Background: an optimization exercise with open tools, aiming at small area and a short achievable clock period. Do not read the settings as production practice.
In this exercise RTL edits were held to simulation tests only and were not proved equivalent to the original.
The clock port is modelled as an ideal driver; clocking choices that lean on that would not hold on a real chip.
Power and IR drop assume default switching activity.

== P ==
## fp_mult
module fp_mult(
input logic [31:0]    dataA,
input logic [31:0]    dataB,
input logic clock,
output logic [31:0]   result
);
==> flow/config.mk <==
export PLATFORM = sky130hd
export DESIGN_NAME = fp_mult
export DESIGN_NICKNAME = fp_mult
export VERILOG_FILES = /design/flow/design.v
export SDC_FILE = /design/flow/constraint.sdc
export NUM_CORES = 4
export LEC_CHECK = 0
export CAP_MARGIN = 50
export CORE_MARGIN = 2
export CORE_UTILIZATION = 40
export SETUP_SLACK_MARGIN = 5
export SLEW_MARGIN = 60
export SYNTH_HIERARCHICAL = 1
==> flow/constraint.sdc <==
create_clock -name core_clock -period 9.0 [get_ports {clock}]
set_input_delay 1.8000 -clock core_clock [delete_from_list [all_inputs] [get_ports {clock}]]
set_output_delay 1.8000 -clock core_clock [all_outputs]
set_load 0.01 [all_outputs]
standard.sh (not shown) runs the stock make flow with config.mk's settings and CLKGATE_MAP_FILE= SYNTH_SCRIPT=/design/flow/synth_recipe.tcl, a recipe that flattens the netlist after the stock synthesis.
==> flow/flow/run.sh <==
#!/bin/bash
set -o pipefail
export BUFFER_PORTS_ARGS="-buffer_cell sky130_fd_sc_hd__buf_2"
export PRE_CTS_TCL="$PWD/flow/skew.tcl"
export SKEW_CELL="sky130_fd_sc_hd__clkdlybuf4s25_1"
bash standard.sh > standard.log 2>&1
==> flow/flow/skew.tcl <==
set block [ord::get_db_block]
set db [ord::get_db]
set clk_net [$block findNet clock]
set dly_master [$db findMaster $::env(SKEW_CELL)]
set late_net [odb::dbNet_create $block clk_late]
$late_net setSigType CLOCK
set dly [odb::dbInst_create $block $dly_master clk_late_dly]
[$dly findITerm A] connect $clk_net
[$dly findITerm X] connect $late_net
set n 0
set sx 0
set sy 0
foreach inst [$block getInsts] {
  set nm [$inst getName]
  if {![regexp {^(r2_|cl\$|s2\$|nan2\$|inf2\$|zero2\$|er2\[|result\[)} $nm]} continue
  set it [$inst findITerm CLK]
  if {$it eq "NULL" || $it eq ""} continue
  $it disconnect
  $it connect $late_net
  set loc [$inst getLocation]
  incr sx [lindex $loc 0]
  incr sy [lindex $loc 1]
  incr n
}
puts "skew: $n registers moved to clk_late"
$dly setLocation [expr {$sx / $n}] [expr {$sy / $n}]
$dly setPlacementStatus PLACED
Input-level comparison between Q and P:
Settings: HOLD_SLACK_MARGIN newly set to 0.1; CTS_CLUSTER_DIAMETER newly set to 60; CTS_CLUSTER_SIZE newly set to 30.
--- a/flow/flow/run.sh
+++ b/flow/flow/run.sh
@@ -4,2 +4,3 @@
-export PRE_CTS_TCL="$PWD/flow/skew.tcl"
-export SKEW_CELL="sky130_fd_sc_hd__clkdlybuf4s25_1"
+export POST_CTS_TCL="$PWD/flow/skew.tcl"
+export SKEW_CELL="${SKEW_CELL:-sky130_fd_sc_hd__clkdlybuf4s25_1}"
+export SKEW_BUF="${SKEW_BUF:-sky130_fd_sc_hd__clkbuf_8}"
==> flow/flow/skew.tcl <==
set block [ord::get_db_block]
set db [ord::get_db]
set dly_master [$db findMaster $::env(SKEW_CELL)]
set buf_master [$db findMaster $::env(SKEW_BUF)]
set late {^(r2_|cl\$|s2\$|nan2\$|inf2\$|zero2\$|er2\\?\[|result\\?\[)}
set groups [dict create]
foreach inst [$block getInsts] {
  if {![regexp $late [$inst getName]]} continue
  set it [$inst findITerm CLK]
  if {$it eq "NULL" || $it eq ""} continue
  set net [$it getNet]
  dict lappend groups [$net getName] $it
}
set k 0
set moved 0
dict for {netname iterms} $groups {
  set net [$block findNet $netname]
  set mid_net [odb::dbNet_create $block "clk_late_mid_$k"]
  $mid_net setSigType CLOCK
  set late_net [odb::dbNet_create $block "clk_late_$k"]
  $late_net setSigType CLOCK
  set dly [odb::dbInst_create $block $dly_master "clk_late_dly_$k"]
  [$dly findITerm A] connect $net
  [$dly findITerm X] connect $mid_net
  set buf [odb::dbInst_create $block $buf_master "clk_late_buf_$k"]
  [$buf findITerm A] connect $mid_net
  [$buf findITerm X] connect $late_net
  set sx 0; set sy 0
  foreach it $iterms {
    $it disconnect
    $it connect $late_net
    set loc [[$it getInst] getLocation]
    set sx [expr {$sx + [lindex $loc 0]}]
    set sy [expr {$sy + [lindex $loc 1]}]
  }
  set n [llength $iterms]
  incr moved $n
  $dly setLocation [expr {$sx / $n}] [expr {$sy / $n}]
  $dly setPlacementStatus PLACED
  $buf setLocation [expr {$sx / $n}] [expr {$sy / $n}]
  $buf setPlacementStatus PLACED
  incr k
}
puts "skew: $moved registers on $k leaf nets moved behind $::env(SKEW_CELL) and $::env(SKEW_BUF)"
detailed_placement
check_placement -verbose
estimate_parasitics -placement
report_clock_skew
Notes after the runs:
Number of DRC violations after detailed-routing iteration 0 sits lower in Q than in P.
Worst hold-check slack, Q and P, lower one = Q.
Relative to P, power per unit of standard cell area has gone down in Q.
Looking at Q and P, the synthesized cell count is a wash.
Compared with P, Q shows a worst setup skew after layout that is 0.33 ns higher.
No run among Q and P stopped early or left any final violation; all are clean.
The following lists how R was set up differently from Q:
Settings: CTS_CLUSTER_DIAMETER no longer set, was 60; PLACE_DENSITY now 0.75, previously not set; CTS_CLUSTER_SIZE no longer set, was 30.
[summary]
The core of R is less densely filled than that of Q. In the metrics for R and Q, the one carrying the lower clock period minus final worst setup slack is Q. Wire: R routes less than Q. Per the comparison of R with Q, met3 usage in global routing climbed 0.93 points, layout overhead on the synthesized area now smaller.
Changes in S relative to R:
Settings: PLACE_DENSITY no longer set, was 0.75.
--- a/flow/flow/run.sh
+++ b/flow/flow/run.sh
@@ -5,2 +5,2 @@
-export SKEW_CELL="${SKEW_CELL:-sky130_fd_sc_hd__clkdlybuf4s25_1}"
-export SKEW_BUF="${SKEW_BUF:-sky130_fd_sc_hd__clkbuf_8}"
+export SKEW_R2="${SKEW_R2:-sky130_fd_sc_hd__clkdlybuf4s18_1 sky130_fd_sc_hd__clkdlybuf4s15_1 sky130_fd_sc_hd__clkbuf_8}"
+export SKEW_R3="${SKEW_R3:-sky130_fd_sc_hd__clkdlybuf4s15_1 sky130_fd_sc_hd__clkbuf_8}"
==> flow/flow/skew.tcl <==
set block [ord::get_db_block]
set db [ord::get_db]
set rank2 {^r2_(1[7-9]|2[0-9]|3[0-7])_}
set rank3 {^(r2_|cl\$|s2\$|nan2\$|inf2\$|zero2\$|er2\\?\[|result\\?\[)}
set groups [dict create]
foreach inst [$block getInsts] {
  set nm [$inst getName]
  if {[regexp $rank2 $nm]} {
    set r 2
  } elseif {[regexp $rank3 $nm]} {
    set r 3
  } else {
    continue
  }
  set it [$inst findITerm CLK]
  if {$it eq "NULL" || $it eq ""} continue
  dict lappend groups "$r [[$it getNet] getName]" $it
}
set k 0
set moved 0
dict for {key iterms} $groups {
  lassign $key r netname
  set net [$block findNet $netname]
  set sx 0; set sy 0
  foreach it $iterms {
    set loc [[$it getInst] getLocation]
    set sx [expr {$sx + [lindex $loc 0]}]
    set sy [expr {$sy + [lindex $loc 1]}]
  }
  set n [llength $iterms]
  set x [expr {$sx / $n}]
  set y [expr {$sy / $n}]
  set j 0
  foreach cell $::env(SKEW_R$r) {
    set out [odb::dbNet_create $block "clk_skew_net_${k}_$j"]
    $out setSigType CLOCK
    set c [odb::dbInst_create $block [$db findMaster $cell] "clk_skew_${k}_$j"]
    [$c findITerm A] connect $net
    [$c findITerm X] connect $out
    $c setLocation $x $y
    $c setPlacementStatus PLACED
    set net $out
    incr j
  }
  foreach it $iterms {
    $it disconnect
    $it connect $net
  }
  incr moved $n
  incr k
}
puts "skew: $moved registers in $k groups; rank 2 behind $::env(SKEW_R2); rank 3 behind $::env(SKEW_R3)"
detailed_placement
check_placement -verbose
estimate_parasitics -placement
report_clock_skew
### Flow results
- Diff R -> S: top fanout value on the critical path fell by 25, final clock period utilization by the worst path lost 2.1 points.
- Compare R and S | via count normalized by instance count lower: S
- Synthesized area: S vs R identical
- Relative to R, the combinational power measured on S has decreased by a few percent.
- In the metrics for R and S, the one carrying the lower overall power after layout is S.
- Changes observed in S relative to R: switching portion of total power saw a decrease; multi-input gate share of total cell area saw a decrease.

port drivers added, routing unchanged:
The results above use ideal ports. As a check the final layouts listed here were re-extracted and re-timed, cells and wires unchanged.
Step 1: set_driving_cell puts a clkbuf_16 on clock and a buf_2 on each other input, an assumption about the parent block.
Step 2, shift: input delay + t, output delay - t, t = (earliest + latest rising clock arrival at the registers) / 2. This alone moves slack from input paths to output paths.
Three values: no drivers, after step 1, after step 2; two values: the first two.
run | shift t [ns] | slack for setup (ns) | worst hold slack (ns) | latest minus earliest clock arrival (ns) | pins driven straight from the clock port
P | 0.952 | 5.389 / 5.389 / 5.389 | 0.349 / 0.349 / 0.349 | 0.128 / 0.128 | 2
Q | 0.746 | 5.778 / 5.732 / 5.778 | 0.111 / 0.111 / 0.111 | 0.460 / 0.460 | 1
R | 0.704 | 5.673 / 5.673 / 5.673 | 0.111 / 0.111 / 0.111 | 0.454 / 0.454 | 1
S | 0.804 | 5.862 / 5.808 / 5.877 | 0.085 / 0.085 / 0.085 | 0.571 / 0.572 | 1
In Q, R and S the clock reaches the registers at very different times; t lies between them, and the last value is a rough guide only.
